What follows belongs to an exercise in optimizing a design on an open flow for small area; a production flow would make more cautious choices.
The RTL was checked by simulation tests, not by an equivalence proof against the original design.
Power is estimated from default activity; no workload was simulated.

## trial 77
==> flow/design.v <==
module i2c_wrapper #(
    parameter ADDR_WIDTH = 8,
    parameter DATA_WIDTH = 32
)(
    input  logic                    pclk,
    input  logic                    presetn,
    input  logic [ADDR_WIDTH-1:0]   paddr,
    input  logic                    psel,
    input  logic                    penable,
    input  logic                    pwrite,
    input  logic [DATA_WIDTH-1:0]   pwdata,
    output logic [DATA_WIDTH-1:0]   prdata,
    output logic                    pready,
    output logic                    pslverr,
    input  logic                    sda_in,
    output logic                    sda_out,
    output wire                     scl
);
    wire a_ctl = (paddr == 8'h00);
    wire a_adr = (paddr == 8'h04);
    wire a_reg = (paddr == 8'h08);
    wire a_din = (paddr == 8'h0C);
    wire a_out = (paddr == 8'h10);
    wire a_sts = (paddr == 8'h14);
    wire a_ok  = a_ctl | a_adr | a_reg | a_din | a_out | a_sts;
    wire acc = psel & penable;
    wire wr  = acc & pwrite;
    assign pready  = acc;
    assign pslverr = acc & (~a_ok | (pwrite & (a_out | a_sts)));
    reg  [3:1]  ctrl;                  
    reg  [31:0] r_adr, r_reg, r_din;   
    reg  [31:0] r_out;                 
    reg         v_adr, v_reg, v_din, v_out;
    reg         st_busy, st_err;       
    wire op   = ctrl[1];
    wire mode = ctrl[2];
    always @(posedge pclk or negedge presetn) begin
        if (!presetn) begin
            ctrl  <= 3'd0;
            v_adr <= 1'b0;
            v_reg <= 1'b0;
            v_din <= 1'b0;
        end else begin
            if (wr & a_ctl) ctrl[3:1] <= pwdata[3:1];
            if (wr & a_adr) v_adr <= 1'b1;
            if (wr & a_reg) v_reg <= 1'b1;
            if (wr & a_din) v_din <= 1'b1;
        end
    end
    always @(posedge pclk) begin
        if (wr & a_adr) r_adr <= pwdata;
        if (wr & a_reg) r_reg <= pwdata;
        if (wr & a_din) r_din <= pwdata;
    end
    localparam [3:0] IDLE = 4'd0,  START = 4'd1,  SLV  = 4'd2,  ACK_SA = 4'd3,
                     REG  = 4'd4,  ACK_RA = 4'd5, WRD  = 4'd6,  ACK_WR = 4'd7,
                     RDD  = 4'd8,  MACK = 4'd9,   MNACK = 4'd10, STOP = 4'd11,
                     ACK_N = 4'd12,    
                     PRE = 4'd13;      
    reg [3:0] state;
    reg [3:0] bitcnt;
    reg [1:0] byte_idx;
    reg [1:0] q;           
    reg [6:0] s;           
    reg       sda_t;
    reg       ack_err;
    reg [6:0] sa;          
    reg [7:0] sr;          
    reg [31:0] buf_q;      
    reg       sa_v, sr_v;
    wire busy = (state != IDLE) & (state != PRE);
    wire start_wr = wr & a_ctl & pwdata[0];
    wire term = s[6] & ~s[5] & s[4] & s[2] & s[0];    
    wire clk3 = (q == 2'd2) & term;
    wire clk4 = (q == 2'd3) & term;
    wire bit_last = bitcnt[3];
    always @(posedge pclk) begin
        if (!busy | term) s <= 7'd1;
        else              s <= {s[5:0], s[6] ^ s[5]};
        if (!busy)        q <= 2'd0;
        else if (term)    q <= q + 2'd1;
    end
    wire last_byte = mode ? (byte_idx == 2'd3) : (byte_idx == 2'd0);
    wire [1:0] tsel   = mode ? byte_idx : 2'd0;
    wire [2:0] bsel   = 3'd7 - bitcnt[2:0];
    wire tx_bit  = buf_q[{~tsel, 3'd7}];
    wire sa_bit  = (bitcnt[2:0] == 3'd7) ? op : (sa[bsel - 3'd1] & sa_v);
    wire sr_bit  = sr[bsel] & sr_v;
    wire sample = (state == RDD) & ~bit_last & clk3;
    wire rot    = (state == WRD) & ~bit_last & clk4;
    wire [3:0] sh;
    assign sh[0] = rot | (sample & (~mode | (byte_idx == 2'd3)));    
    assign sh[1] = rot | (sample & mode & (byte_idx == 2'd2));
    assign sh[2] = rot | (sample & mode & (byte_idx == 2'd1));
    assign sh[3] = rot | (sample & mode & (byte_idx == 2'd0));
    wire rd_enter = (state == ACK_RA) & clk4 & op;
    wire keep = busy & ~rd_enter;
    wire [31:0] prev;
    wire [31:0] buf_d;
    wire [3:0]  buf_en;
    genvar k;
    generate
        for (k = 0; k < 4; k = k + 1) begin : g_byte
            assign prev[8*k +: 8] = {buf_q[8*k +: 7], rot ? buf_q[8*k+7] : sda_in};
            assign buf_en[k] = ~busy | rd_enter | sh[k];
        end
    endgenerate
    assign buf_d = ({32{keep}} & prev) | ({32{~busy & v_din}} & r_din);
    integer i;
    always @(posedge pclk) begin
        for (i = 0; i < 4; i = i + 1)
            if (buf_en[i]) buf_q[8*i +: 8] <= buf_d[8*i +: 8];
        if (!busy) begin
            sa    <= r_adr[6:0];
            sr    <= r_reg[7:0];
            sa_v  <= v_adr;
            sr_v  <= v_reg;
        end
    end
    always @(posedge pclk or negedge presetn) begin
        if (!presetn) begin
            state    <= IDLE;
            sda_t    <= 1'b1;
            v_out    <= 1'b0;
        end else begin
            case (state)
            IDLE, PRE: begin
                sda_t   <= 1'b1;
                state   <= (state == PRE) ? START : start_wr ? PRE : IDLE;
            end
            START: begin
                sda_t  <= ~q[1];
                if (clk4) state <= SLV;
            end
            SLV, REG, WRD: begin
                if (!bit_last) begin
                    if (q == 2'd1)
                        sda_t <= (state == SLV) ? sa_bit : (state == REG) ? sr_bit : tx_bit;
                end else begin
                    state  <= state + 4'd1;
                end
            end
            ACK_SA, ACK_RA, ACK_WR: begin
                if (clk3 & sda_in) state <= ACK_N;
                if (clk4) begin
                    if (state == ACK_SA) begin
                        state <= REG;
                    end else if (state == ACK_RA) begin
                        state <= op ? RDD : WRD;
                    end else begin
                        if (last_byte) state <= STOP;
                        else state <= WRD;
                    end
                end
            end
            ACK_N: begin
                if (clk4) begin
                    state   <= STOP;
                end
            end
            RDD: begin
                if (!bit_last) begin
                end else begin
                    state  <= last_byte ? MNACK : MACK;
                end
            end
            MACK: begin
                sda_t  <= 1'b0;
                if (clk4) begin
                    state    <= RDD;
                end
            end
            MNACK: begin
                sda_t  <= ~clk4;
                if (clk4) begin
                    v_out <= 1'b1;
                    state <= STOP;
                end
            end
            STOP: begin
                sda_t  <= q[1];
                if (clk4) state <= start_wr ? PRE : IDLE;
            end
            default: state <= IDLE;
            endcase
        end
    end
    wire idle_like = ~busy;
    wire in_data   = (state == SLV) | (state == REG) | (state == WRD) | (state == RDD);
    wire bc_inc    = in_data & ~bit_last & clk4;
    wire bc_clr    = idle_like | (in_data & bit_last);
    wire bi_inc    = ((state == ACK_WR) & clk4 & ~last_byte) | ((state == MACK) & clk4);
    always @(posedge pclk) begin
        bitcnt   <= (bitcnt + {3'd0, bc_inc}) & {4{~bc_clr}};
        byte_idx <= (byte_idx + {1'b0, bi_inc}) & {2{~idle_like}};
        ack_err  <= (ack_err | ((state == ACK_N) & clk4)) & ~idle_like;
    end
    always @(posedge pclk) begin
        if ((state == MNACK) & clk4) r_out <= buf_q;
        st_busy <= busy;
        st_err  <= ack_err;
    end
    wire s_first = (s == 7'd1);
    assign scl = ~busy | (state == START) |
                 ((state == STOP) ? (q[1] | (q[0] & ~s_first))
                                  : (q[1] & (q[0] | ~s_first)));
    wire sda_en = ~(~busy | (state == ACK_SA) | (state == ACK_RA) |
                    (state == ACK_WR) | (state == ACK_N) | (state == RDD) |
                    ((state == START) & (q == 2'd0) & s_first));
    assign sda_out = ~sda_en | sda_t;
    wire s_adr = a_adr & v_adr;
    wire s_reg = a_reg & v_reg;
    wire s_din = a_din & v_din;
    wire s_out = a_out & v_out;
    assign prdata = ({32{s_adr}} & r_adr) | ({32{s_reg}} & r_reg) |
                    ({32{s_din}} & r_din) | ({32{s_out}} & r_out) |
                    {28'd0, {3{a_ctl}} & ctrl, 1'b0} | {30'd0, {2{a_sts}} & {st_err, st_busy}};
endmodule
export LEC_CHECK = 0
export CAP_MARGIN = 0
export CORE_MARGIN = 2
export CORE_UTILIZATION = 40
export SLEW_MARGIN = 0
create_clock -name core_clock -period 10.0 [get_ports {pclk}]
standard.sh (not shown) runs the stock make flow with config.mk's settings and CLKGATE_MAP_FILE= SYNTH_SCRIPT=/design/flow/synth_recipe.tcl, a recipe that flattens the netlist after the stock synthesis.
==> flow/flow/run.sh <==
#!/bin/bash
# Layout flow: the standard flow (standard.sh) with three changes.
#  1. After the standard synthesis, the combinational cells are mapped again
#     by ABC with an area-oriented script (flow/area.abc). The flip-flops
#     are black boxes in that step, so every register keeps its instance
#     name and cell type from the standard synthesis.
#  2. The ports are buffered with sky130_fd_sc_hd__buf_1.
#  3. Clock tree synthesis gets its own arguments (flow/cts_args.txt).
# Each tool's output goes to a log file of its own in this folder.
set -euo pipefail
LIB=$FLOW_HOME/platforms/sky130hd/lib/sky130_fd_sc_hd__tt_025C_1v80.lib
R=orfs/results/sky130hd/i2c_wrapper/base
DU=$(grep -A40 "DONT_USE_CELLS +=" $FLOW_HOME/platforms/sky130hd/config.mk | grep -oE "sky130_fd_sc_hd__[a-z0-9_]+" | sed 's/^/-dont_use /' | tr '\n' ' ')

bash standard.sh synth > 1_standard_synth.log 2>&1
cp $R/1_2_yosys.v std_synth.v
python3 flow/comb_lib.py $LIB comb.lib > 2_comb_lib.log 2>&1
yosys -p "read_liberty comb.lib; read_liberty -lib -nooverwrite $LIB; \
  read_verilog std_synth.v; hierarchy -check -top $FLOW_TOP; flatten; rename -hide w:*.*; hierarchy -top $FLOW_TOP; read_liberty -lib -nooverwrite $LIB; opt -purge; \
  abc -liberty $LIB $DU -script flow/area.abc; opt_clean -purge; \
  setundef -zero; \
  hilomap -singleton -hicell sky130_fd_sc_hd__conb_1 HI -locell sky130_fd_sc_hd__conb_1 LO; \
  insbuf -buf sky130_fd_sc_hd__buf_4 A X; opt_clean -purge; \
  check -assert -mapped; stat -liberty $LIB; \
  write_verilog -noattr -nohex -nodec reabc.v" > 3_reabc_yosys.log 2>&1
cp reabc.v $R/1_2_yosys.v
CTS=$(cat flow/cts_args.txt)
bash standard.sh 'BUFFER_PORTS_ARGS=-buffer_cell sky130_fd_sc_hd__buf_1' "CTS_ARGS=$CTS" finish > 4_standard_finish.log 2>&1
Other scripts of this flow, unchanged in this note and not shown: flow/flow/area.abc, flow/flow/comb_lib.py, flow/flow/cts_args.txt
[inputs] build 58 vs trial 77
--- a/flow/design.v
+++ b/flow/design.v
@@ -119,26 +119,34 @@
     end
     always @(posedge pclk or negedge presetn) begin
         if (!presetn) begin
             state    <= IDLE;
             sda_t    <= 1'b1;
+            bitcnt   <= 4'd0;
+            byte_idx <= 2'd0;
+            ack_err  <= 1'b0;
             v_out    <= 1'b0;
         end else begin
             case (state)
             IDLE, PRE: begin
+                ack_err <= 1'b0;
                 sda_t   <= 1'b1;
+                bitcnt  <= 4'd0;
+                byte_idx <= 2'd0;
                 state   <= (state == PRE) ? START : start_wr ? PRE : IDLE;
             end
             START: begin
                 sda_t  <= ~q[1];
                 if (clk4) state <= SLV;
             end
             SLV, REG, WRD: begin
                 if (!bit_last) begin
                     if (q == 2'd1)
                         sda_t <= (state == SLV) ? sa_bit : (state == REG) ? sr_bit : tx_bit;
+                    if (clk4) bitcnt <= bitcnt + 4'd1;
                 end else begin
+                    bitcnt <= 4'd0;
                     state  <= state + 4'd1;
                 end
             end
             ACK_SA, ACK_RA, ACK_WR: begin
                 if (clk3 & sda_in) state <= ACK_N;
@@ -147,28 +155,32 @@
                         state <= REG;
                     end else if (state == ACK_RA) begin
                         state <= op ? RDD : WRD;
                     end else begin
                         if (last_byte) state <= STOP;
-                        else state <= WRD;
+                        else begin byte_idx <= byte_idx + 2'd1; state <= WRD; end
                     end
                 end
             end
             ACK_N: begin
                 if (clk4) begin
+                    ack_err <= 1'b1;
                     state   <= STOP;
                 end
             end
             RDD: begin
                 if (!bit_last) begin
+                    if (clk4) bitcnt <= bitcnt + 4'd1;
                 end else begin
+                    bitcnt <= 4'd0;
                     state  <= last_byte ? MNACK : MACK;
                 end
             end
             MACK: begin
                 sda_t  <= 1'b0;
                 if (clk4) begin
+                    byte_idx <= byte_idx + 2'd1;
                     state    <= RDD;
                 end
             end
             MNACK: begin
                 sda_t  <= ~clk4;
@@ -182,20 +194,10 @@
                 if (clk4) state <= start_wr ? PRE : IDLE;
             end
             default: state <= IDLE;
             endcase
         end
-    end
-    wire idle_like = ~busy;
-    wire in_data   = (state == SLV) | (state == REG) | (state == WRD) | (state == RDD);
-    wire bc_inc    = in_data & ~bit_last & clk4;
-    wire bc_clr    = idle_like | (in_data & bit_last);
-    wire bi_inc    = ((state == ACK_WR) & clk4 & ~last_byte) | ((state == MACK) & clk4);
-    always @(posedge pclk) begin
-        bitcnt   <= (bitcnt + {3'd0, bc_inc}) & {4{~bc_clr}};
-        byte_idx <= (byte_idx + {1'b0, bi_inc}) & {2{~idle_like}};
-        ack_err  <= (ack_err | ((state == ACK_N) & clk4)) & ~idle_like;
     end
     always @(posedge pclk) begin
         if ((state == MNACK) & clk4) r_out <= buf_q;
         st_busy <= busy;
         st_err  <= ack_err;
## What came out
- Area occupied by registers: lower on trial 77
- Trial 77 → build 58: placer's final routability congestion estimate lost 0.030; share of power burned in the clock network went up 7.4 points; net switching fraction of the power has decreased.
- On fraction of met3 tracks used by global routing: between trial 77 and build 58, it ends up higher for trial 77.
- [diff] slack of the worst reg-to-reg path, build 58 relative to trial 77: improvement
- Comparing power after layout for trial 77 and build 58, the smaller number came from build 58.
- [compare] base=trial 77 new=build 58: design area increased 30 µm², post-route fraction of the period consumed by the critical path decreased 5.8 points, cell area after synthesis increased 0.53%, area growth from synthesis to layout decreased 0.22 points.

[separate check: timing with driven ports]
In the flow no input, the clock included, has a driving cell. The finished layouts below were timed again as built, in two steps.
Step 1, drivers: a clkbuf_16 drives pclk and a buf_2 each remaining input, both assumed.
Step 2 adds t to the input delays and takes it off the output delays; t is the mean of the earliest and latest rising clock arrival at the registers after step 1. Input paths then give back, and output paths get back, about the clock's delay inside the block.
a / b / c = ideal ports / drivers / drivers and shift; a / b = the first two.
run | t, ns | slack for setup (ns) | worst hold slack (ns) | worst setup path after step 2 | clock arrival spread, ns
trial 77 | 0.630 | 3.318 / 3.291 / 3.291 | 0.354 / 0.354 / 0.354 | input to output | 0.123 / 0.124
build 58 | 0.700 | 3.893 / 3.872 / 3.872 | 0.384 / 0.384 / 0.384 | input to output | 0.109 / 0.109
After both steps every run listed still meets setup and hold. For trial 77, which loses most, drivers alone change the setup slack by -0.027 ns; drivers and shift together by -0.027 ns.
